Source: an optimization exercise on an open RTL-to-GDS flow (aim: small area). Production flows keep margins and buffers that such runs may drop.
Function was checked by simulation only, so behaviour that the tests miss may differ from the original.
No activity file was given, so power comes from the tool's default toggle rates.

### flow/design.v
`timescale 1ns / 1ps
module globalCounter(count,clk,rst);
input clk;
input rst;
output [4:0]count;
parameter limit = 21;
reg [4:0]countReg;
always@(posedge clk)
begin
	if(rst)
		countReg <= 0;
	else if(countReg == limit)
		countReg <= 0;
	else
		countReg <= countReg + 1;
end
assign count = countReg;
endmodule
module luFactorizer(clk,rst,a11,a12,a13,a14,a21,a22,a23,a24,a25,a31,a32,a33,a34,a35,a36,a41,a42,a43,a44,a45,a46,a47,a52,a53,a54,a55,a56,a57,a58,a63,a64,a65,a66,a67,a68,a74,a75,a76,a77,a78,a85,a86,a87,a88,lL1,lL2,lL3,uL1,uL2,uL3,uL4);
input clk;
input rst;
input [7:0] a11,a12,a13,a14,a21,a22,a23,a24,a25,a31,a32,a33,a34,a35,a36,a41,a42,a43,a44,a45,a46,a47,a52,a53,a54,a55,a56,a57,a58,a63,a64,a65,a66,a67,a68,a74,a75,a76,a77,a78,a85,a86,a87,a88;
output [7:0] lL1,lL2,lL3,uL1,uL2,uL3,uL4;
reg [10:0] jq;
reg first;
wire [4:0] count;
always @(posedge clk) jq <= rst ? 11'd0 : {jq[9:0], ~jq[10]};
always @(posedge clk) first <= rst;
wire [5:0] st = {first,count};
wire s0 = (jq[6] & jq[6]) | (~jq[6] & jq[10]);
wire s1 = (jq[6] & ~jq[7]) | (jq[9] & ~jq[10]) | (~jq[1] & jq[2]) | (~jq[4] & jq[5]) | (~jq[7] & jq[8]);
wire s2 = (jq[7] & ~jq[8]) | (jq[10] & jq[0]) | (~jq[2] & jq[3]) | (~jq[5] & jq[6]) | (~jq[8] & jq[9]);
wire s3 = (jq[8] & ~jq[9]) | (~jq[0] & jq[1]) | (~jq[3] & jq[4]) | (~jq[6] & jq[7]) | (~jq[9] & jq[10]);
wire s4 = (jq[6] & ~jq[7]);
wire s5 = (jq[7] & ~jq[8]);
wire s6 = (jq[8] & ~jq[9]);
wire s7 = (jq[9] & ~jq[10]);
wire s8 = (jq[10] & jq[0]);
wire s9 = (~jq[0] & jq[1]);
wire s10 = (~jq[1] & jq[2]);
wire s11 = (~jq[2] & jq[3]);
wire s12 = (~jq[3] & jq[4]);
wire s13 = (~jq[4] & jq[5]);
wire s14 = (~jq[5] & jq[6]);
wire s15 = (~jq[6] & jq[7]);
wire s16 = (~jq[7] & jq[8]);
wire s17 = (~jq[8] & jq[9]);
wire s18 = (~jq[9] & jq[10]);
wire s19 = (jq[1] & ~jq[2]);
wire s20 = (jq[2] & ~jq[3]);
wire s21 = (jq[3] & ~jq[4]);
wire s22 = (jq[4] & ~jq[5]);
wire s23 = (jq[5] & ~jq[6]);
wire s24 = (jq[0] & ~jq[1]) | (jq[4] & ~jq[5]) | (jq[7] & ~jq[8]) | (jq[10] & jq[0]) | (~jq[2] & jq[3]) | (~jq[5] & jq[6]) | (~jq[8] & jq[9]);
wire s25 = (jq[5] & ~jq[6]) | (jq[8] & ~jq[9]) | (~jq[0] & jq[1]) | (~jq[3] & jq[4]) | (~jq[6] & jq[7]) | (~jq[9] & jq[10]);
wire s26 = (jq[0] & ~jq[1]) | (jq[4] & jq[4]) | (~jq[4] & jq[10]);
wire s27 = (jq[0] & ~jq[1]) | (jq[2] & ~jq[3]) | (jq[4] & ~jq[6]) | (jq[7] & ~jq[9]) | (jq[10] & jq[1]) | (~jq[2] & jq[4]) | (~jq[5] & jq[7]) | (~jq[8] & jq[10]);
wire s28 = (jq[6] & ~jq[7]) | (jq[9] & ~jq[10]) | (~jq[1] & jq[2]) | (~jq[4] & jq[5]) | (~jq[7] & jq[8]) | ((~jq[10] & ~jq[0]) & ~first);
wire s29 = (jq[5] & jq[5]) | (~jq[5] & jq[10]) | ((~jq[10] & ~jq[0]) & ~first);
wire s30 = (jq[2] & ~jq[4]) | (jq[5] & ~jq[7]) | (jq[8] & ~jq[10]) | (~jq[0] & jq[2]) | (~jq[3] & jq[5]) | (~jq[6] & jq[8]) | (~jq[9] & jq[10]) | ((~jq[10] & ~jq[0]) & ~first);
wire s31 = (jq[3] & ~jq[5]) | (jq[6] & ~jq[8]) | (jq[9] & jq[0]) | (~jq[1] & jq[3]) | (~jq[4] & jq[6]) | (~jq[7] & jq[9]) | ((~jq[10] & ~jq[0]) & ~first);
wire s32 = (jq[3] & jq[3]) | (~jq[3] & jq[9]) | ((~jq[10] & ~jq[0]) & ~first);
wire s33 = (jq[1] & jq[1]) | (~jq[1] & jq[10]);
wire s34 = (jq[0] & jq[0]) | (~jq[0] & jq[10]);
wire s35 = (jq[1] & jq[1]) | (~jq[1] & ~jq[0]);
wire s36 = (~jq[10] & ~jq[0]);
wire s37 = (~jq[10] & ~jq[0]) | (jq[5] & ~jq[6]) | (jq[8] & ~jq[9]) | (~jq[0] & jq[1]) | (~jq[3] & jq[4]) | (~jq[6] & jq[7]);
wire s38 = (jq[5] & ~jq[6]) | (jq[8] & ~jq[9]) | (~jq[0] & jq[1]) | (~jq[3] & jq[4]) | (~jq[6] & jq[7]);
wire s39 = (jq[4] & ~jq[5]) | (jq[7] & ~jq[8]) | (jq[10] & jq[0]) | (~jq[2] & jq[3]) | (~jq[5] & jq[6]) | (~jq[8] & jq[9]);
wire s40 = (~jq[10] & ~jq[0]) | (jq[3] & ~jq[4]) | (jq[6] & ~jq[7]) | (jq[9] & ~jq[10]) | (~jq[1] & jq[2]) | (~jq[4] & jq[5]) | (~jq[7] & jq[8]);
wire s41 = (jq[3] & ~jq[4]) | (jq[6] & ~jq[7]) | (jq[9] & ~jq[10]) | (~jq[1] & jq[2]) | (~jq[4] & jq[5]) | (~jq[7] & jq[8]) | ((~jq[10] & ~jq[0]) & ~first);
wire s42 = (jq[1] & ~jq[3]) | (jq[5] & ~jq[6]) | (jq[8] & ~jq[9]) | (~jq[0] & jq[1]) | (~jq[3] & jq[4]) | (~jq[6] & jq[7]) | (~jq[9] & jq[10]);
wire s43 = (jq[2] & ~jq[4]) | (jq[6] & ~jq[7]) | (jq[9] & ~jq[10]) | (~jq[1] & jq[2]) | (~jq[4] & jq[5]) | (~jq[7] & jq[8]) | ((~jq[10] & ~jq[0]) & ~first);
reg [7:0] ACC1;
reg [7:0] ACC2;
reg [7:0] ACC3;
reg [7:0] H7;
reg [7:0] HY3;
reg [7:0] HY6;
reg [7:0] HY9;
reg [7:0] HZ6;
reg [7:0] HZ8;
reg [7:0] HZ9;
wire [7:0] U1_x = ({8{s0}} & H7);
wire [7:0] U1_y = ({8{s1}} & HY9) | ({8{s2}} & HY6) | ({8{s3}} & HY3);
wire [7:0] U1_zi = ({8{s4}} & a24) | ({8{s5}} & a34) | ({8{s6}} & a44) | ({8{s7}} & a35) | ({8{s8}} & a45) | ({8{s9}} & a55) | ({8{s10}} & a46) | ({8{s11}} & a56) | ({8{s12}} & a66) | ({8{s13}} & a57) | ({8{s14}} & a67) | ({8{s15}} & a77) | ({8{s16}} & a68) | ({8{s17}} & a78) | ({8{s18}} & a88) | ({8{s19}} & a12) | ({8{s20}} & a22) | ({8{s21}} & a13) | ({8{s22}} & a23) | ({8{s23}} & a33);
wire U1_n = 1'b0;
wire [7:0] U1_r;
wire U1_w1 = 1'b1 ^ U1_zi[0] ^ ~(U1_x[0] & U1_y[0]); wire U1_w2 = (1'b1 & U1_zi[0]) | (1'b1 & ~(U1_x[0] & U1_y[0])) | (U1_zi[0] & ~(U1_x[0] & U1_y[0]));
assign U1_r[0] = U1_w1;
wire U1_w3 = 1'b1 ^ U1_zi[1] ^ ~(U1_x[0] & U1_y[1]); wire U1_w4 = (1'b1 & U1_zi[1]) | (1'b1 & ~(U1_x[0] & U1_y[1])) | (U1_zi[1] & ~(U1_x[0] & U1_y[1]));
wire U1_w5 = ~(U1_x[1] & U1_y[0]) ^ U1_w2 ^ U1_w3; wire U1_w6 = (~(U1_x[1] & U1_y[0]) & U1_w2) | (~(U1_x[1] & U1_y[0]) & U1_w3) | (U1_w2 & U1_w3);
assign U1_r[1] = U1_w5;
wire U1_w7 = 1'b1 ^ U1_zi[2] ^ ~(U1_x[0] & U1_y[2]); wire U1_w8 = (1'b1 & U1_zi[2]) | (1'b1 & ~(U1_x[0] & U1_y[2])) | (U1_zi[2] & ~(U1_x[0] & U1_y[2]));
wire U1_w9 = ~(U1_x[1] & U1_y[1]) ^ ~(U1_x[2] & U1_y[0]) ^ U1_w4; wire U1_w10 = (~(U1_x[1] & U1_y[1]) & ~(U1_x[2] & U1_y[0])) | (~(U1_x[1] & U1_y[1]) & U1_w4) | (~(U1_x[2] & U1_y[0]) & U1_w4);
wire U1_w11 = U1_w7 ^ U1_w6 ^ U1_w9; wire U1_w12 = (U1_w7 & U1_w6) | (U1_w7 & U1_w9) | (U1_w6 & U1_w9);
assign U1_r[2] = U1_w11;
wire U1_w13 = 1'b1 ^ U1_zi[3] ^ ~(U1_x[0] & U1_y[3]); wire U1_w14 = (1'b1 & U1_zi[3]) | (1'b1 & ~(U1_x[0] & U1_y[3])) | (U1_zi[3] & ~(U1_x[0] & U1_y[3]));
wire U1_w15 = ~(U1_x[1] & U1_y[2]) ^ ~(U1_x[2] & U1_y[1]) ^ ~(U1_x[3] & U1_y[0]); wire U1_w16 = (~(U1_x[1] & U1_y[2]) & ~(U1_x[2] & U1_y[1])) | (~(U1_x[1] & U1_y[2]) & ~(U1_x[3] & U1_y[0])) | (~(U1_x[2] & U1_y[1]) & ~(U1_x[3] & U1_y[0]));
wire U1_w17 = U1_w8 ^ U1_w13 ^ U1_w15; wire U1_w18 = (U1_w8 & U1_w13) | (U1_w8 & U1_w15) | (U1_w13 & U1_w15);
wire U1_w19 = U1_w10 ^ U1_w17 ^ U1_w12; wire U1_w20 = (U1_w10 & U1_w17) | (U1_w10 & U1_w12) | (U1_w17 & U1_w12);
assign U1_r[3] = U1_w19;
wire U1_w21 = 1'b1 ^ U1_zi[4] ^ ~(U1_x[0] & U1_y[4]); wire U1_w22 = (1'b1 & U1_zi[4]) | (1'b1 & ~(U1_x[0] & U1_y[4])) | (U1_zi[4] & ~(U1_x[0] & U1_y[4]));
wire U1_w23 = ~(U1_x[1] & U1_y[3]) ^ ~(U1_x[2] & U1_y[2]) ^ ~(U1_x[3] & U1_y[1]); wire U1_w24 = (~(U1_x[1] & U1_y[3]) & ~(U1_x[2] & U1_y[2])) | (~(U1_x[1] & U1_y[3]) & ~(U1_x[3] & U1_y[1])) | (~(U1_x[2] & U1_y[2]) & ~(U1_x[3] & U1_y[1]));
wire U1_w25 = ~(U1_x[4] & U1_y[0]) ^ U1_w14 ^ U1_w16; wire U1_w26 = (~(U1_x[4] & U1_y[0]) & U1_w14) | (~(U1_x[4] & U1_y[0]) & U1_w16) | (U1_w14 & U1_w16);
wire U1_w27 = U1_w21 ^ U1_w23 ^ U1_w18; wire U1_w28 = (U1_w21 & U1_w23) | (U1_w21 & U1_w18) | (U1_w23 & U1_w18);
wire U1_w29 = U1_w25 ^ U1_w27 ^ U1_w20; wire U1_w30 = (U1_w25 & U1_w27) | (U1_w25 & U1_w20) | (U1_w27 & U1_w20);
assign U1_r[4] = U1_w29;
wire U1_w31 = 1'b1 ^ U1_zi[5] ^ ~(U1_x[0] & U1_y[5]); wire U1_w32 = (1'b1 & U1_zi[5]) | (1'b1 & ~(U1_x[0] & U1_y[5])) | (U1_zi[5] & ~(U1_x[0] & U1_y[5]));
wire U1_w33 = ~(U1_x[1] & U1_y[4]) ^ ~(U1_x[2] & U1_y[3]) ^ ~(U1_x[3] & U1_y[2]); wire U1_w34 = (~(U1_x[1] & U1_y[4]) & ~(U1_x[2] & U1_y[3])) | (~(U1_x[1] & U1_y[4]) & ~(U1_x[3] & U1_y[2])) | (~(U1_x[2] & U1_y[3]) & ~(U1_x[3] & U1_y[2]));
wire U1_w35 = ~(U1_x[4] & U1_y[1]) ^ ~(U1_x[5] & U1_y[0]) ^ U1_w22; wire U1_w36 = (~(U1_x[4] & U1_y[1]) & ~(U1_x[5] & U1_y[0])) | (~(U1_x[4] & U1_y[1]) & U1_w22) | (~(U1_x[5] & U1_y[0]) & U1_w22);
wire U1_w37 = U1_w24 ^ U1_w31 ^ U1_w33; wire U1_w38 = (U1_w24 & U1_w31) | (U1_w24 & U1_w33) | (U1_w31 & U1_w33);
wire U1_w39 = U1_w26 ^ U1_w35 ^ U1_w37; wire U1_w40 = (U1_w26 & U1_w35) | (U1_w26 & U1_w37) | (U1_w35 & U1_w37);
wire U1_w41 = U1_w28 ^ U1_w39 ^ U1_w30; wire U1_w42 = (U1_w28 & U1_w39) | (U1_w28 & U1_w30) | (U1_w39 & U1_w30);
assign U1_r[5] = U1_w41;
wire U1_w43 = 1'b1 ^ U1_zi[6] ^ ~(U1_x[0] & U1_y[6]); wire U1_w44 = (1'b1 & U1_zi[6]) | (1'b1 & ~(U1_x[0] & U1_y[6])) | (U1_zi[6] & ~(U1_x[0] & U1_y[6]));
wire U1_w45 = ~(U1_x[1] & U1_y[5]) ^ ~(U1_x[2] & U1_y[4]) ^ ~(U1_x[3] & U1_y[3]); wire U1_w46 = (~(U1_x[1] & U1_y[5]) & ~(U1_x[2] & U1_y[4])) | (~(U1_x[1] & U1_y[5]) & ~(U1_x[3] & U1_y[3])) | (~(U1_x[2] & U1_y[4]) & ~(U1_x[3] & U1_y[3]));
wire U1_w47 = ~(U1_x[4] & U1_y[2]) ^ ~(U1_x[5] & U1_y[1]) ^ ~(U1_x[6] & U1_y[0]); wire U1_w48 = (~(U1_x[4] & U1_y[2]) & ~(U1_x[5] & U1_y[1])) | (~(U1_x[4] & U1_y[2]) & ~(U1_x[6] & U1_y[0])) | (~(U1_x[5] & U1_y[1]) & ~(U1_x[6] & U1_y[0]));
wire U1_w49 = U1_w32 ^ U1_w34 ^ U1_w43; wire U1_w50 = (U1_w32 & U1_w34) | (U1_w32 & U1_w43) | (U1_w34 & U1_w43);
wire U1_w51 = U1_w45 ^ U1_w47 ^ U1_w36; wire U1_w52 = (U1_w45 & U1_w47) | (U1_w45 & U1_w36) | (U1_w47 & U1_w36);
wire U1_w53 = U1_w38 ^ U1_w49 ^ U1_w51; wire U1_w54 = (U1_w38 & U1_w49) | (U1_w38 & U1_w51) | (U1_w49 & U1_w51);
wire U1_w55 = U1_w40 ^ U1_w53 ^ U1_w42; wire U1_w56 = (U1_w40 & U1_w53) | (U1_w40 & U1_w42) | (U1_w53 & U1_w42);
assign U1_r[6] = U1_w55;
wire U1_w57 = 1'b1 ^ U1_zi[7] ^ ~(U1_x[0] & U1_y[7]);
wire U1_w58 = ~(U1_x[1] & U1_y[6]) ^ ~(U1_x[2] & U1_y[5]) ^ ~(U1_x[3] & U1_y[4]);
wire U1_w59 = ~(U1_x[4] & U1_y[3]) ^ ~(U1_x[5] & U1_y[2]) ^ ~(U1_x[6] & U1_y[1]);
wire U1_w60 = ~(U1_x[7] & U1_y[0]) ^ U1_w44 ^ U1_w46;
wire U1_w61 = U1_w48 ^ U1_w57 ^ U1_w58;
wire U1_w62 = U1_w59 ^ U1_w50 ^ U1_w60;
wire U1_w63 = U1_w61 ^ U1_w52 ^ U1_w62;
wire U1_w64 = U1_w54 ^ U1_w63 ^ U1_w56;
assign U1_r[7] = U1_w64;
wire [7:0] U1_o = U1_r;
wire [7:0] U2_x = ({8{s24}} & HY9) | ({8{s25}} & HY6) | ({8{s1}} & HY3);
wire [7:0] U2_y = ({8{s26}} & HZ8);
wire [7:0] U2_zi = ({8{s27}} & ACC3) | ({8{s4}} & a42) | ({8{s7}} & a53) | ({8{s10}} & a64) | ({8{s13}} & a75) | ({8{s16}} & a86) | ({8{s19}} & H7) | ({8{s21}} & a31);
wire U2_n = 1'b0;
wire [7:0] U2_r;
wire U2_w1 = 1'b1 ^ U2_zi[0] ^ ~(U2_x[0] & U2_y[0]); wire U2_w2 = (1'b1 & U2_zi[0]) | (1'b1 & ~(U2_x[0] & U2_y[0])) | (U2_zi[0] & ~(U2_x[0] & U2_y[0]));
assign U2_r[0] = U2_w1;
wire U2_w3 = 1'b1 ^ U2_zi[1] ^ ~(U2_x[0] & U2_y[1]); wire U2_w4 = (1'b1 & U2_zi[1]) | (1'b1 & ~(U2_x[0] & U2_y[1])) | (U2_zi[1] & ~(U2_x[0] & U2_y[1]));
wire U2_w5 = ~(U2_x[1] & U2_y[0]) ^ U2_w2 ^ U2_w3; wire U2_w6 = (~(U2_x[1] & U2_y[0]) & U2_w2) | (~(U2_x[1] & U2_y[0]) & U2_w3) | (U2_w2 & U2_w3);
assign U2_r[1] = U2_w5;
wire U2_w7 = 1'b1 ^ U2_zi[2] ^ ~(U2_x[0] & U2_y[2]); wire U2_w8 = (1'b1 & U2_zi[2]) | (1'b1 & ~(U2_x[0] & U2_y[2])) | (U2_zi[2] & ~(U2_x[0] & U2_y[2]));
wire U2_w9 = ~(U2_x[1] & U2_y[1]) ^ ~(U2_x[2] & U2_y[0]) ^ U2_w4; wire U2_w10 = (~(U2_x[1] & U2_y[1]) & ~(U2_x[2] & U2_y[0])) | (~(U2_x[1] & U2_y[1]) & U2_w4) | (~(U2_x[2] & U2_y[0]) & U2_w4);
wire U2_w11 = U2_w7 ^ U2_w6 ^ U2_w9; wire U2_w12 = (U2_w7 & U2_w6) | (U2_w7 & U2_w9) | (U2_w6 & U2_w9);
assign U2_r[2] = U2_w11;
wire U2_w13 = 1'b1 ^ U2_zi[3] ^ ~(U2_x[0] & U2_y[3]); wire U2_w14 = (1'b1 & U2_zi[3]) | (1'b1 & ~(U2_x[0] & U2_y[3])) | (U2_zi[3] & ~(U2_x[0] & U2_y[3]));
wire U2_w15 = ~(U2_x[1] & U2_y[2]) ^ ~(U2_x[2] & U2_y[1]) ^ ~(U2_x[3] & U2_y[0]); wire U2_w16 = (~(U2_x[1] & U2_y[2]) & ~(U2_x[2] & U2_y[1])) | (~(U2_x[1] & U2_y[2]) & ~(U2_x[3] & U2_y[0])) | (~(U2_x[2] & U2_y[1]) & ~(U2_x[3] & U2_y[0]));
wire U2_w17 = U2_w8 ^ U2_w13 ^ U2_w15; wire U2_w18 = (U2_w8 & U2_w13) | (U2_w8 & U2_w15) | (U2_w13 & U2_w15);
wire U2_w19 = U2_w10 ^ U2_w17 ^ U2_w12; wire U2_w20 = (U2_w10 & U2_w17) | (U2_w10 & U2_w12) | (U2_w17 & U2_w12);
assign U2_r[3] = U2_w19;
wire U2_w21 = 1'b1 ^ U2_zi[4] ^ ~(U2_x[0] & U2_y[4]); wire U2_w22 = (1'b1 & U2_zi[4]) | (1'b1 & ~(U2_x[0] & U2_y[4])) | (U2_zi[4] & ~(U2_x[0] & U2_y[4]));
wire U2_w23 = ~(U2_x[1] & U2_y[3]) ^ ~(U2_x[2] & U2_y[2]) ^ ~(U2_x[3] & U2_y[1]); wire U2_w24 = (~(U2_x[1] & U2_y[3]) & ~(U2_x[2] & U2_y[2])) | (~(U2_x[1] & U2_y[3]) & ~(U2_x[3] & U2_y[1])) | (~(U2_x[2] & U2_y[2]) & ~(U2_x[3] & U2_y[1]));
wire U2_w25 = ~(U2_x[4] & U2_y[0]) ^ U2_w14 ^ U2_w16; wire U2_w26 = (~(U2_x[4] & U2_y[0]) & U2_w14) | (~(U2_x[4] & U2_y[0]) & U2_w16) | (U2_w14 & U2_w16);
wire U2_w27 = U2_w21 ^ U2_w23 ^ U2_w18; wire U2_w28 = (U2_w21 & U2_w23) | (U2_w21 & U2_w18) | (U2_w23 & U2_w18);
wire U2_w29 = U2_w25 ^ U2_w27 ^ U2_w20; wire U2_w30 = (U2_w25 & U2_w27) | (U2_w25 & U2_w20) | (U2_w27 & U2_w20);
assign U2_r[4] = U2_w29;
wire U2_w31 = 1'b1 ^ U2_zi[5] ^ ~(U2_x[0] & U2_y[5]); wire U2_w32 = (1'b1 & U2_zi[5]) | (1'b1 & ~(U2_x[0] & U2_y[5])) | (U2_zi[5] & ~(U2_x[0] & U2_y[5]));
wire U2_w33 = ~(U2_x[1] & U2_y[4]) ^ ~(U2_x[2] & U2_y[3]) ^ ~(U2_x[3] & U2_y[2]); wire U2_w34 = (~(U2_x[1] & U2_y[4]) & ~(U2_x[2] & U2_y[3])) | (~(U2_x[1] & U2_y[4]) & ~(U2_x[3] & U2_y[2])) | (~(U2_x[2] & U2_y[3]) & ~(U2_x[3] & U2_y[2]));
wire U2_w35 = ~(U2_x[4] & U2_y[1]) ^ ~(U2_x[5] & U2_y[0]) ^ U2_w22; wire U2_w36 = (~(U2_x[4] & U2_y[1]) & ~(U2_x[5] & U2_y[0])) | (~(U2_x[4] & U2_y[1]) & U2_w22) | (~(U2_x[5] & U2_y[0]) & U2_w22);
wire U2_w37 = U2_w24 ^ U2_w31 ^ U2_w33; wire U2_w38 = (U2_w24 & U2_w31) | (U2_w24 & U2_w33) | (U2_w31 & U2_w33);
wire U2_w39 = U2_w26 ^ U2_w35 ^ U2_w37; wire U2_w40 = (U2_w26 & U2_w35) | (U2_w26 & U2_w37) | (U2_w35 & U2_w37);
wire U2_w41 = U2_w28 ^ U2_w39 ^ U2_w30; wire U2_w42 = (U2_w28 & U2_w39) | (U2_w28 & U2_w30) | (U2_w39 & U2_w30);
assign U2_r[5] = U2_w41;
wire U2_w43 = 1'b1 ^ U2_zi[6] ^ ~(U2_x[0] & U2_y[6]); wire U2_w44 = (1'b1 & U2_zi[6]) | (1'b1 & ~(U2_x[0] & U2_y[6])) | (U2_zi[6] & ~(U2_x[0] & U2_y[6]));
wire U2_w45 = ~(U2_x[1] & U2_y[5]) ^ ~(U2_x[2] & U2_y[4]) ^ ~(U2_x[3] & U2_y[3]); wire U2_w46 = (~(U2_x[1] & U2_y[5]) & ~(U2_x[2] & U2_y[4])) | (~(U2_x[1] & U2_y[5]) & ~(U2_x[3] & U2_y[3])) | (~(U2_x[2] & U2_y[4]) & ~(U2_x[3] & U2_y[3]));
wire U2_w47 = ~(U2_x[4] & U2_y[2]) ^ ~(U2_x[5] & U2_y[1]) ^ ~(U2_x[6] & U2_y[0]); wire U2_w48 = (~(U2_x[4] & U2_y[2]) & ~(U2_x[5] & U2_y[1])) | (~(U2_x[4] & U2_y[2]) & ~(U2_x[6] & U2_y[0])) | (~(U2_x[5] & U2_y[1]) & ~(U2_x[6] & U2_y[0]));
wire U2_w49 = U2_w32 ^ U2_w34 ^ U2_w43; wire U2_w50 = (U2_w32 & U2_w34) | (U2_w32 & U2_w43) | (U2_w34 & U2_w43);
wire U2_w51 = U2_w45 ^ U2_w47 ^ U2_w36; wire U2_w52 = (U2_w45 & U2_w47) | (U2_w45 & U2_w36) | (U2_w47 & U2_w36);
wire U2_w53 = U2_w38 ^ U2_w49 ^ U2_w51; wire U2_w54 = (U2_w38 & U2_w49) | (U2_w38 & U2_w51) | (U2_w49 & U2_w51);
wire U2_w55 = U2_w40 ^ U2_w53 ^ U2_w42; wire U2_w56 = (U2_w40 & U2_w53) | (U2_w40 & U2_w42) | (U2_w53 & U2_w42);
assign U2_r[6] = U2_w55;
wire U2_w57 = 1'b1 ^ U2_zi[7] ^ ~(U2_x[0] & U2_y[7]);
wire U2_w58 = ~(U2_x[1] & U2_y[6]) ^ ~(U2_x[2] & U2_y[5]) ^ ~(U2_x[3] & U2_y[4]);
wire U2_w59 = ~(U2_x[4] & U2_y[3]) ^ ~(U2_x[5] & U2_y[2]) ^ ~(U2_x[6] & U2_y[1]);
wire U2_w60 = ~(U2_x[7] & U2_y[0]) ^ U2_w44 ^ U2_w46;
wire U2_w61 = U2_w48 ^ U2_w57 ^ U2_w58;
wire U2_w62 = U2_w59 ^ U2_w50 ^ U2_w60;
wire U2_w63 = U2_w61 ^ U2_w52 ^ U2_w62;
wire U2_w64 = U2_w54 ^ U2_w63 ^ U2_w56;
assign U2_r[7] = U2_w64;
wire [7:0] U2_o = U2_r;
wire [7:0] U3_x = ({8{s28}} & HY6) | ({8{s25}} & HY9) | ({8{s2}} & HY3);
wire [7:0] U3_y = ({8{s29}} & HZ6);
wire [7:0] U3_zi = ({8{s30}} & ACC1) | ({8{s5}} & a43) | ({8{s8}} & a54) | ({8{s11}} & a65) | ({8{s14}} & a76) | ({8{s17}} & a87) | ({8{s19}} & a21) | ({8{s22}} & a32);
wire U3_n = 1'b0;
wire [7:0] U3_r;
wire U3_w1 = 1'b1 ^ U3_zi[0] ^ ~(U3_x[0] & U3_y[0]); wire U3_w2 = (1'b1 & U3_zi[0]) | (1'b1 & ~(U3_x[0] & U3_y[0])) | (U3_zi[0] & ~(U3_x[0] & U3_y[0]));
assign U3_r[0] = U3_w1;
wire U3_w3 = 1'b1 ^ U3_zi[1] ^ ~(U3_x[0] & U3_y[1]); wire U3_w4 = (1'b1 & U3_zi[1]) | (1'b1 & ~(U3_x[0] & U3_y[1])) | (U3_zi[1] & ~(U3_x[0] & U3_y[1]));
wire U3_w5 = ~(U3_x[1] & U3_y[0]) ^ U3_w2 ^ U3_w3; wire U3_w6 = (~(U3_x[1] & U3_y[0]) & U3_w2) | (~(U3_x[1] & U3_y[0]) & U3_w3) | (U3_w2 & U3_w3);
assign U3_r[1] = U3_w5;
wire U3_w7 = 1'b1 ^ U3_zi[2] ^ ~(U3_x[0] & U3_y[2]); wire U3_w8 = (1'b1 & U3_zi[2]) | (1'b1 & ~(U3_x[0] & U3_y[2])) | (U3_zi[2] & ~(U3_x[0] & U3_y[2]));
wire U3_w9 = ~(U3_x[1] & U3_y[1]) ^ ~(U3_x[2] & U3_y[0]) ^ U3_w4; wire U3_w10 = (~(U3_x[1] & U3_y[1]) & ~(U3_x[2] & U3_y[0])) | (~(U3_x[1] & U3_y[1]) & U3_w4) | (~(U3_x[2] & U3_y[0]) & U3_w4);
wire U3_w11 = U3_w7 ^ U3_w6 ^ U3_w9; wire U3_w12 = (U3_w7 & U3_w6) | (U3_w7 & U3_w9) | (U3_w6 & U3_w9);
assign U3_r[2] = U3_w11;
wire U3_w13 = 1'b1 ^ U3_zi[3] ^ ~(U3_x[0] & U3_y[3]); wire U3_w14 = (1'b1 & U3_zi[3]) | (1'b1 & ~(U3_x[0] & U3_y[3])) | (U3_zi[3] & ~(U3_x[0] & U3_y[3]));
wire U3_w15 = ~(U3_x[1] & U3_y[2]) ^ ~(U3_x[2] & U3_y[1]) ^ ~(U3_x[3] & U3_y[0]); wire U3_w16 = (~(U3_x[1] & U3_y[2]) & ~(U3_x[2] & U3_y[1])) | (~(U3_x[1] & U3_y[2]) & ~(U3_x[3] & U3_y[0])) | (~(U3_x[2] & U3_y[1]) & ~(U3_x[3] & U3_y[0]));
wire U3_w17 = U3_w8 ^ U3_w13 ^ U3_w15; wire U3_w18 = (U3_w8 & U3_w13) | (U3_w8 & U3_w15) | (U3_w13 & U3_w15);
wire U3_w19 = U3_w10 ^ U3_w17 ^ U3_w12; wire U3_w20 = (U3_w10 & U3_w17) | (U3_w10 & U3_w12) | (U3_w17 & U3_w12);
assign U3_r[3] = U3_w19;
wire U3_w21 = 1'b1 ^ U3_zi[4] ^ ~(U3_x[0] & U3_y[4]); wire U3_w22 = (1'b1 & U3_zi[4]) | (1'b1 & ~(U3_x[0] & U3_y[4])) | (U3_zi[4] & ~(U3_x[0] & U3_y[4]));
wire U3_w23 = ~(U3_x[1] & U3_y[3]) ^ ~(U3_x[2] & U3_y[2]) ^ ~(U3_x[3] & U3_y[1]); wire U3_w24 = (~(U3_x[1] & U3_y[3]) & ~(U3_x[2] & U3_y[2])) | (~(U3_x[1] & U3_y[3]) & ~(U3_x[3] & U3_y[1])) | (~(U3_x[2] & U3_y[2]) & ~(U3_x[3] & U3_y[1]));
wire U3_w25 = ~(U3_x[4] & U3_y[0]) ^ U3_w14 ^ U3_w16; wire U3_w26 = (~(U3_x[4] & U3_y[0]) & U3_w14) | (~(U3_x[4] & U3_y[0]) & U3_w16) | (U3_w14 & U3_w16);
wire U3_w27 = U3_w21 ^ U3_w23 ^ U3_w18; wire U3_w28 = (U3_w21 & U3_w23) | (U3_w21 & U3_w18) | (U3_w23 & U3_w18);
wire U3_w29 = U3_w25 ^ U3_w27 ^ U3_w20; wire U3_w30 = (U3_w25 & U3_w27) | (U3_w25 & U3_w20) | (U3_w27 & U3_w20);
assign U3_r[4] = U3_w29;
wire U3_w31 = 1'b1 ^ U3_zi[5] ^ ~(U3_x[0] & U3_y[5]); wire U3_w32 = (1'b1 & U3_zi[5]) | (1'b1 & ~(U3_x[0] & U3_y[5])) | (U3_zi[5] & ~(U3_x[0] & U3_y[5]));
wire U3_w33 = ~(U3_x[1] & U3_y[4]) ^ ~(U3_x[2] & U3_y[3]) ^ ~(U3_x[3] & U3_y[2]); wire U3_w34 = (~(U3_x[1] & U3_y[4]) & ~(U3_x[2] & U3_y[3])) | (~(U3_x[1] & U3_y[4]) & ~(U3_x[3] & U3_y[2])) | (~(U3_x[2] & U3_y[3]) & ~(U3_x[3] & U3_y[2]));
wire U3_w35 = ~(U3_x[4] & U3_y[1]) ^ ~(U3_x[5] & U3_y[0]) ^ U3_w22; wire U3_w36 = (~(U3_x[4] & U3_y[1]) & ~(U3_x[5] & U3_y[0])) | (~(U3_x[4] & U3_y[1]) & U3_w22) | (~(U3_x[5] & U3_y[0]) & U3_w22);
wire U3_w37 = U3_w24 ^ U3_w31 ^ U3_w33; wire U3_w38 = (U3_w24 & U3_w31) | (U3_w24 & U3_w33) | (U3_w31 & U3_w33);
wire U3_w39 = U3_w26 ^ U3_w35 ^ U3_w37; wire U3_w40 = (U3_w26 & U3_w35) | (U3_w26 & U3_w37) | (U3_w35 & U3_w37);
wire U3_w41 = U3_w28 ^ U3_w39 ^ U3_w30; wire U3_w42 = (U3_w28 & U3_w39) | (U3_w28 & U3_w30) | (U3_w39 & U3_w30);
assign U3_r[5] = U3_w41;
wire U3_w43 = 1'b1 ^ U3_zi[6] ^ ~(U3_x[0] & U3_y[6]); wire U3_w44 = (1'b1 & U3_zi[6]) | (1'b1 & ~(U3_x[0] & U3_y[6])) | (U3_zi[6] & ~(U3_x[0] & U3_y[6]));
wire U3_w45 = ~(U3_x[1] & U3_y[5]) ^ ~(U3_x[2] & U3_y[4]) ^ ~(U3_x[3] & U3_y[3]); wire U3_w46 = (~(U3_x[1] & U3_y[5]) & ~(U3_x[2] & U3_y[4])) | (~(U3_x[1] & U3_y[5]) & ~(U3_x[3] & U3_y[3])) | (~(U3_x[2] & U3_y[4]) & ~(U3_x[3] & U3_y[3]));
wire U3_w47 = ~(U3_x[4] & U3_y[2]) ^ ~(U3_x[5] & U3_y[1]) ^ ~(U3_x[6] & U3_y[0]); wire U3_w48 = (~(U3_x[4] & U3_y[2]) & ~(U3_x[5] & U3_y[1])) | (~(U3_x[4] & U3_y[2]) & ~(U3_x[6] & U3_y[0])) | (~(U3_x[5] & U3_y[1]) & ~(U3_x[6] & U3_y[0]));
wire U3_w49 = U3_w32 ^ U3_w34 ^ U3_w43; wire U3_w50 = (U3_w32 & U3_w34) | (U3_w32 & U3_w43) | (U3_w34 & U3_w43);
wire U3_w51 = U3_w45 ^ U3_w47 ^ U3_w36; wire U3_w52 = (U3_w45 & U3_w47) | (U3_w45 & U3_w36) | (U3_w47 & U3_w36);
wire U3_w53 = U3_w38 ^ U3_w49 ^ U3_w51; wire U3_w54 = (U3_w38 & U3_w49) | (U3_w38 & U3_w51) | (U3_w49 & U3_w51);
wire U3_w55 = U3_w40 ^ U3_w53 ^ U3_w42; wire U3_w56 = (U3_w40 & U3_w53) | (U3_w40 & U3_w42) | (U3_w53 & U3_w42);
assign U3_r[6] = U3_w55;
wire U3_w57 = 1'b1 ^ U3_zi[7] ^ ~(U3_x[0] & U3_y[7]);
wire U3_w58 = ~(U3_x[1] & U3_y[6]) ^ ~(U3_x[2] & U3_y[5]) ^ ~(U3_x[3] & U3_y[4]);
wire U3_w59 = ~(U3_x[4] & U3_y[3]) ^ ~(U3_x[5] & U3_y[2]) ^ ~(U3_x[6] & U3_y[1]);
wire U3_w60 = ~(U3_x[7] & U3_y[0]) ^ U3_w44 ^ U3_w46;
wire U3_w61 = U3_w48 ^ U3_w57 ^ U3_w58;
wire U3_w62 = U3_w59 ^ U3_w50 ^ U3_w60;
wire U3_w63 = U3_w61 ^ U3_w52 ^ U3_w62;
wire U3_w64 = U3_w54 ^ U3_w63 ^ U3_w56;
assign U3_r[7] = U3_w64;
wire [7:0] U3_o = U3_r;
wire [7:0] U4_x = ({8{s31}} & ACC2) | ({8{s23}} & a41) | ({8{s6}} & a52) | ({8{s9}} & a63) | ({8{s12}} & a74) | ({8{s15}} & a85);
wire [7:0] U4_y = ({8{s32}} & HZ9);
wire U4_n = 1'b0;
wire [7:0] U4_r;
assign U4_r[0] = ~(U4_x[0] & U4_y[0]);
wire U4_w1 = 1'b1 ^ ~(U4_x[0] & U4_y[1]) ^ ~(U4_x[1] & U4_y[0]); wire U4_w2 = (1'b1 & ~(U4_x[0] & U4_y[1])) | (1'b1 & ~(U4_x[1] & U4_y[0])) | (~(U4_x[0] & U4_y[1]) & ~(U4_x[1] & U4_y[0]));
assign U4_r[1] = U4_w1;
wire U4_w3 = 1'b1 ^ ~(U4_x[0] & U4_y[2]) ^ ~(U4_x[1] & U4_y[1]); wire U4_w4 = (1'b1 & ~(U4_x[0] & U4_y[2])) | (1'b1 & ~(U4_x[1] & U4_y[1])) | (~(U4_x[0] & U4_y[2]) & ~(U4_x[1] & U4_y[1]));
wire U4_w5 = ~(U4_x[2] & U4_y[0]) ^ U4_w2 ^ U4_w3; wire U4_w6 = (~(U4_x[2] & U4_y[0]) & U4_w2) | (~(U4_x[2] & U4_y[0]) & U4_w3) | (U4_w2 & U4_w3);
assign U4_r[2] = U4_w5;
wire U4_w7 = 1'b1 ^ ~(U4_x[0] & U4_y[3]) ^ ~(U4_x[1] & U4_y[2]); wire U4_w8 = (1'b1 & ~(U4_x[0] & U4_y[3])) | (1'b1 & ~(U4_x[1] & U4_y[2])) | (~(U4_x[0] & U4_y[3]) & ~(U4_x[1] & U4_y[2]));
wire U4_w9 = ~(U4_x[2] & U4_y[1]) ^ ~(U4_x[3] & U4_y[0]) ^ U4_w4; wire U4_w10 = (~(U4_x[2] & U4_y[1]) & ~(U4_x[3] & U4_y[0])) | (~(U4_x[2] & U4_y[1]) & U4_w4) | (~(U4_x[3] & U4_y[0]) & U4_w4);
wire U4_w11 = U4_w7 ^ U4_w6 ^ U4_w9; wire U4_w12 = (U4_w7 & U4_w6) | (U4_w7 & U4_w9) | (U4_w6 & U4_w9);
assign U4_r[3] = U4_w11;
wire U4_w13 = 1'b1 ^ ~(U4_x[0] & U4_y[4]) ^ ~(U4_x[1] & U4_y[3]); wire U4_w14 = (1'b1 & ~(U4_x[0] & U4_y[4])) | (1'b1 & ~(U4_x[1] & U4_y[3])) | (~(U4_x[0] & U4_y[4]) & ~(U4_x[1] & U4_y[3]));
wire U4_w15 = ~(U4_x[2] & U4_y[2]) ^ ~(U4_x[3] & U4_y[1]) ^ ~(U4_x[4] & U4_y[0]); wire U4_w16 = (~(U4_x[2] & U4_y[2]) & ~(U4_x[3] & U4_y[1])) | (~(U4_x[2] & U4_y[2]) & ~(U4_x[4] & U4_y[0])) | (~(U4_x[3] & U4_y[1]) & ~(U4_x[4] & U4_y[0]));
wire U4_w17 = U4_w8 ^ U4_w13 ^ U4_w15; wire U4_w18 = (U4_w8 & U4_w13) | (U4_w8 & U4_w15) | (U4_w13 & U4_w15);
wire U4_w19 = U4_w10 ^ U4_w17 ^ U4_w12; wire U4_w20 = (U4_w10 & U4_w17) | (U4_w10 & U4_w12) | (U4_w17 & U4_w12);
assign U4_r[4] = U4_w19;
wire U4_w21 = 1'b1 ^ ~(U4_x[0] & U4_y[5]) ^ ~(U4_x[1] & U4_y[4]); wire U4_w22 = (1'b1 & ~(U4_x[0] & U4_y[5])) | (1'b1 & ~(U4_x[1] & U4_y[4])) | (~(U4_x[0] & U4_y[5]) & ~(U4_x[1] & U4_y[4]));
wire U4_w23 = ~(U4_x[2] & U4_y[3]) ^ ~(U4_x[3] & U4_y[2]) ^ ~(U4_x[4] & U4_y[1]); wire U4_w24 = (~(U4_x[2] & U4_y[3]) & ~(U4_x[3] & U4_y[2])) | (~(U4_x[2] & U4_y[3]) & ~(U4_x[4] & U4_y[1])) | (~(U4_x[3] & U4_y[2]) & ~(U4_x[4] & U4_y[1]));
wire U4_w25 = ~(U4_x[5] & U4_y[0]) ^ U4_w14 ^ U4_w16; wire U4_w26 = (~(U4_x[5] & U4_y[0]) & U4_w14) | (~(U4_x[5] & U4_y[0]) & U4_w16) | (U4_w14 & U4_w16);
wire U4_w27 = U4_w21 ^ U4_w23 ^ U4_w18; wire U4_w28 = (U4_w21 & U4_w23) | (U4_w21 & U4_w18) | (U4_w23 & U4_w18);
wire U4_w29 = U4_w25 ^ U4_w27 ^ U4_w20; wire U4_w30 = (U4_w25 & U4_w27) | (U4_w25 & U4_w20) | (U4_w27 & U4_w20);
assign U4_r[5] = U4_w29;
wire U4_w31 = 1'b1 ^ ~(U4_x[0] & U4_y[6]) ^ ~(U4_x[1] & U4_y[5]); wire U4_w32 = (1'b1 & ~(U4_x[0] & U4_y[6])) | (1'b1 & ~(U4_x[1] & U4_y[5])) | (~(U4_x[0] & U4_y[6]) & ~(U4_x[1] & U4_y[5]));
wire U4_w33 = ~(U4_x[2] & U4_y[4]) ^ ~(U4_x[3] & U4_y[3]) ^ ~(U4_x[4] & U4_y[2]); wire U4_w34 = (~(U4_x[2] & U4_y[4]) & ~(U4_x[3] & U4_y[3])) | (~(U4_x[2] & U4_y[4]) & ~(U4_x[4] & U4_y[2])) | (~(U4_x[3] & U4_y[3]) & ~(U4_x[4] & U4_y[2]));
wire U4_w35 = ~(U4_x[5] & U4_y[1]) ^ ~(U4_x[6] & U4_y[0]) ^ U4_w22; wire U4_w36 = (~(U4_x[5] & U4_y[1]) & ~(U4_x[6] & U4_y[0])) | (~(U4_x[5] & U4_y[1]) & U4_w22) | (~(U4_x[6] & U4_y[0]) & U4_w22);
wire U4_w37 = U4_w24 ^ U4_w31 ^ U4_w33; wire U4_w38 = (U4_w24 & U4_w31) | (U4_w24 & U4_w33) | (U4_w31 & U4_w33);
wire U4_w39 = U4_w26 ^ U4_w35 ^ U4_w37; wire U4_w40 = (U4_w26 & U4_w35) | (U4_w26 & U4_w37) | (U4_w35 & U4_w37);
wire U4_w41 = U4_w28 ^ U4_w39 ^ U4_w30; wire U4_w42 = (U4_w28 & U4_w39) | (U4_w28 & U4_w30) | (U4_w39 & U4_w30);
assign U4_r[6] = U4_w41;
wire U4_w43 = 1'b1 ^ ~(U4_x[0] & U4_y[7]) ^ ~(U4_x[1] & U4_y[6]);
wire U4_w44 = ~(U4_x[2] & U4_y[5]) ^ ~(U4_x[3] & U4_y[4]) ^ ~(U4_x[4] & U4_y[3]);
wire U4_w45 = ~(U4_x[5] & U4_y[2]) ^ ~(U4_x[6] & U4_y[1]) ^ ~(U4_x[7] & U4_y[0]);
wire U4_w46 = U4_w32 ^ U4_w34 ^ U4_w43;
wire U4_w47 = U4_w44 ^ U4_w45 ^ U4_w36;
wire U4_w48 = U4_w38 ^ U4_w46 ^ U4_w47;
wire U4_w49 = U4_w40 ^ U4_w48 ^ U4_w42;
assign U4_r[7] = U4_w49;
wire [7:0] U4_o = ~U4_r;
wire [7:0] ACC1_d = ({8{s33}} & U1_o);
always @(posedge clk) ACC1 <= U1_o;
wire [7:0] ACC2_d = ({8{s34}} & U2_o);
always @(posedge clk) ACC2 <= U2_o;
wire [7:0] ACC3_d = ({8{s35}} & U3_o);
always @(posedge clk) ACC3 <= U3_o;
wire [7:0] H7_d = ({8{s36}} & a11) | ({8{s23}} & a14) | ({8{s6}} & a25) | ({8{s9}} & a36) | ({8{s12}} & a47) | ({8{s15}} & a58);
wire H7_en = s37;
always @(posedge clk) if (H7_en) H7 <= H7_d;
wire [7:0] HY3_d = ({8{s38}} & U4_o);
wire HY3_en = s38;
always @(posedge clk) if (HY3_en) HY3 <= HY3_d;
wire [7:0] HY6_d = ({8{s39}} & U4_o);
wire HY6_en = s39;
always @(posedge clk) if (HY6_en) HY6 <= HY6_d;
wire [7:0] HY9_d = ({8{s40}} & U4_o);
wire HY9_en = s40;
always @(posedge clk) if (HY9_en) HY9 <= HY9_d;
wire [7:0] HZ6_d = ({8{s39}} & ACC1);
wire HZ6_en = s39;
always @(posedge clk) if (HZ6_en) HZ6 <= HZ6_d;
wire [7:0] HZ8_d = ({8{s41}} & ACC3);
wire HZ8_en = s40;
always @(posedge clk) if (HZ8_en) HZ8 <= HZ8_d;
wire [7:0] HZ9_d = ({8{s42}} & ACC2);
wire HZ9_en = s42;
always @(posedge clk) if (HZ9_en) HZ9 <= HZ9_d;
wire [7:0] lL1_w = ({8{s1}} & HY3);
assign lL1 = lL1_w;
wire [7:0] lL2_w = ({8{s25}} & HY6);
assign lL2 = lL2_w;
wire [7:0] lL3_w = ({8{s24}} & HY9);
assign lL3 = lL3_w;
wire [7:0] uL1_w = ({8{s43}} & HZ9);
assign uL1 = uL1_w;
wire [7:0] uL2_w = ({8{s24}} & HZ8);
assign uL2 = uL2_w;
wire [7:0] uL3_w = ({8{s25}} & HZ6);
assign uL3 = uL3_w;
wire [7:0] uL4_w = ({8{s1}} & H7);
assign uL4 = uL4_w;
endmodule
### flow/flow/run.sh
#!/bin/bash
set -euo pipefail
cd "$(dirname "$0")/.."
bash standard.sh BUFFER_PORTS_ARGS="-buffer_cell sky130_fd_sc_hd__buf_1" finish > make_finish.log 2>&1
### flow/standard.sh
#!/bin/bash
# synth_recipe.tcl (not shown) runs the flow's synth.tcl, then flattens the netlist and writes it again
# the make line also repeats each setting of config.mk as NAME=value (left out here)
make -C /OpenROAD-flow-scripts/flow DESIGN_CONFIG=/design/flow/config.mk WORK_HOME=/design/flow/orfs CLKGATE_MAP_FILE= SYNTH_SCRIPT=/design/flow/synth_recipe.tcl "${@:-finish}"
### flow/config.mk
export PLATFORM = sky130hd
export DESIGN_NAME = luFactorizer
export DESIGN_NICKNAME = luFactorizer
export VERILOG_FILES = /design/flow/design.v
export SDC_FILE = /design/flow/constraint.sdc
export NUM_CORES = 4
export LEC_CHECK = 0
export CAP_MARGIN = 20
export CORE_MARGIN = 2
export CORE_UTILIZATION = 40
export SLEW_MARGIN = 20
### flow/constraint.sdc
create_clock -name core_clock -period 8.0 [get_ports {clk}]
set_input_delay 1.6000 -clock core_clock [delete_from_list [all_inputs] [get_ports {clk}]]
set_output_delay 1.6000 -clock core_clock [all_outputs]
set_load 0.01 [all_outputs]
==> run summary <==
routing by layer:
layer / wire [um] / share of wire, % / track usage, %
met1: 17600 / 38 / 46.6
met5: 11 / 0.024 / 0
met3: 4450 / 9.7 / 8.09
met2: 21800 / 47 / 61.4
met4: 2080 / 4.5 / 14.9
path summary, 6_finish.rpt:
path | to | start | slack [ps] | depth (start not counted)
worst max-delay path | ACC1[7] | jq[6] | 920 | 21
worst min-delay path | HZ6[0] | ACC1[0] | 530 | 1
worst max register to register | ACC1[7] | jq[6] | 920 | 21
worst min register to register | HZ6[0] | ACC1[0] | 530 | 1
power groups by stage:
stage               clock [uW]  sequential (uW)  combinational, uW
CTS                        488              627                512
detailed placement           0              638                507
floorplan                    0              605                305
global route               508              633                567
global placement             0              637                506
finish                     485              627                515
stage by stage:
stage                     total power [uW]  area, sq um
final                                 1630        11700
after CTS                             1630        11700
after floorplan                        911         9430
after detailed placement              1140        11300
after global routing                  1710        11700
after global placement                1140        11300
kinds of logic (layout without fill, tap and decap cells):
family,count (synthesis),after routing,share of synthesized area [%]
AO/OA/AOI/OAI,265,265,22.1
XOR/XNOR,46,46,5.00
adder cells (fa/ha/maj),105,105,20.1
buffers and inverters,165,549,6.87
flip-flops,92,92,25.5
multiplexers,3,3,0.332
other,0,4,0
AND/OR/NAND/NOR,385,385,20.1
layout by cell type, fill, tap and decap left out, types with 5 or more instances in the layout:
cell	count
nor2b_2	12
nand3_1	37
a22o_1	21
buf_4	28
nor2_1	140
buf_1	409
ha_1	27
a222oi_1	33
xnor3_1	5
o21ai_0	12
clkbuf_16	9
o211a_1	8
inv_1	96
or2_2	13
dfxtp_1	36
fa_1	78
nor3_1	7
xnor2_1	31
nor2b_1	32
nand2b_1	5
xor2_1	10
and2_1	58
a21boi_0	6
edfxtp_1	56
o211ai_1	9
nand4_1	13
a22oi_1	107
a21oi_1	18
o31ai_1	6
nand2_1	51
a221oi_1	23
area by class of cell:
cell class | count | area share, %
Antenna cell | 4 | 0.0857
Inverter | 96 | 3.09
Timing Repair Buffer | 437 | 15.0
Tap cell | 319 | 3.42
Clock buffer | 10 | 2.05
Clock inverter | 6 | 0.815
Sequential cell | 92 | 20.6
Multi-Input combinational cell | 804 | 55.0
critical path, delay by kind of cell, from the launching register on:
family                     cells  cell delay, ps
AOI/OAI and AO/OA              1             960
xor gates and xnor gates       7            1400
adders and majority gates      6            2520
buffers and inverters          4             430
DFF                            1             420
and+or+nand+nor                3            1240
==> metrics.md <==
| Metric | Value |
|---|---|
| Seq. cell area | `2400 sq um` |
| Clock buffer depth | `2` |
| Top-area cell type share of the netlist area | `17.8%` |
| Switching part of the total | `34.2%` |
| Average cell area after synthesis | `8.89 sq um` |
| RSZ-0062 raised after global routing | `false` |
| H-tree depth | `3` |
| Synth Instances | `1061` |
| Routability cong. | `0.970` |
| Max reg flops | `11` |
| Worst-path cell chain | `nor2b_2 -> buf_4 -> or4_1 -> a222oi_1 -> nor2_1 -> fa_1 -> fa_1 -> fa_1 -> inv_1 -> fa_1 -> inv_1 -> fa_1 -> inv_1 -> fa_1 -> xor2_1 -> xnor2_1 -> xnor2_1 -> xnor2_1 -> xnor3_1 -> xor2_1 -> xnor2_1` |
| Die area | `24800 sq um` |
| # resized after CTS | `0` |
| Power share of the combinational group | `31.7%` |
| Clock Sinks | `92` |
| EDFF count, synth | `56` |
| Switching Power | `556 uW` |
| Die Y | `158 um` |
| Rows | `56` |
| Final setup fails | `0` |
| Crit. End Element | `register` |
| LEAKAGE | `0.00446 uW` |
| WL per Instance | `26.0 um` |
| Non-Filler Instances | `1768` |
| # IOs | `410` |
| Worst Skew | `10.5 ps` |
| Distinct cells, synth | `54` |
| Synth area leader | `edfxtp_1` |
| Core Util, Final | `50.0%` |
| Cell mode on critical path | `fa_1` |
| Placed Cells | `1748` |
| Clock power frac | `29.8%` |
| CP Launch Type | `register` |
| Crit path arrival time | `7330 ps` |
| Crit-path max FO | `24` |
| Die width | `158 um` |
| Seq pwr share | `38.5%` |
| Post-CTS Hold Fix Bufs | `0` |
| Gr usage total | `36.9%` |
| Via/cell ratio | `5.85` |
| Final wirelength | `45900 um` |
| Final slew viol count | `0` |
| Biggest register | `jq` |
| Crit share post-route | `88.5%` |
| I/O Buffers | `409` |
| Seq cells post-synth | `92` |
| Clk Latency, worst-skew pair | `350 ps` |
| DP Worst Slack | `1050 ps` |
| First-pass GRT wire length | `66200 um` |
| WHS | `531 ps` |
| Vias | `10347` |
| Initial DRC Count | `1321` |
| Clock buffer count from CTS | `9` |
| Status | `no timing/DRC/antenna violations` |
| Remaining global-route overflow | `0` |
| Crit path required time | `8250 ps` |
| VDD IR max | `94.0 uV` |
| Initial Util | `40.4%` |
| Reg clk slew, reported paths | `70 ps` |
| # Max-Cap Violations | `0` |
| Top FF cell, synth | `edfxtp_1` |
| Slew @ Worst Pin | `1130 ps` |
| CTS root buffer | `clkbuf_16` |
| Int Pwr | `1070 uW` |
| Synth-to-Final Area Change | `23.8%` |
| Setup bufs post-CTS | `0` |
| Filler cells | `2405` |
| Layout cells sized above 1 | `5.33%` |
| Critical Path Max Stage Delay | `960 ps` |
| Core area | `23300 sq um` |
| Final #Nets | `1899` |
| Final worst slack | `919 ps` |
| Hpwl dp | `37900 um` |
| Sequential-to-total area share from yosys stat | `25.5%` |
| Vias in the first global route | `10288` |
| Antenna violations before repair | `5` |
| CTS tree | `built` |
| Multi-input logic area | `6420 sq um` |
| TritonRoute pass-1 iters | `9` |
| Count leader, synth | `nor2_1` |
| Pin count of the biggest net entering global routing | `33` |
| Fmax | `141 MHz` |
| Final ANT Viol Nets | `0` |
| Synth async-reset ratio | `0%` |
| Pwr/cell area | `139 nW/um^2` |
| Yosys warnings | `1` |
| Shortest period the worst path allows | `7080 ps` |
| Drt drc | `0` |
| Slowest-stage cell, CP | `a222oi_1` |
| Synth Cell Area | `9430 sq um` |
| Syn_nets | `1520` |
| Hold Vio Cnt, Final | `0` |
| Max-slew headroom | `24.7%` |
| Post-synth top cells | `140 x nor2_1, 107 x a22oi_1, 96 x inv_1` |
| Setup_tns | `0 ps` |
| Main area contributors after synthesis | `edfxtp_1 18%, fa_1 17%, a22oi_1 8.5%` |
| Min-Delay Path Class | `reg2reg` |
| Crit Path Class | `reg2reg` |

[afterwards: timing with drivers on the ports]
How much do the figures lean on ideal ports? The routed layout below was timed once more, with nothing changed but the port constraints. Step 1: set_driving_cell puts a clkbuf_16 on clk and a buf_2 on each other input, an assumption about the parent block. Step 2 moves the port delays by t, midway between the first and last clock arrival at a register: inputs arrive t later, outputs are due t later. That takes back most of the time a late clock gives input paths. a / b / c = no drivers / after step 1 / after step 2; a / b = the first two.
t, ns: 0.389
setup slack, ns: 0.919 / 0.919 / 0.919
pins driven straight from the clock port: 1
After both steps this run still meets setup and hold. The setup slack of this run moves by 0.000 ns with the drivers and by 0.000 ns with both steps.
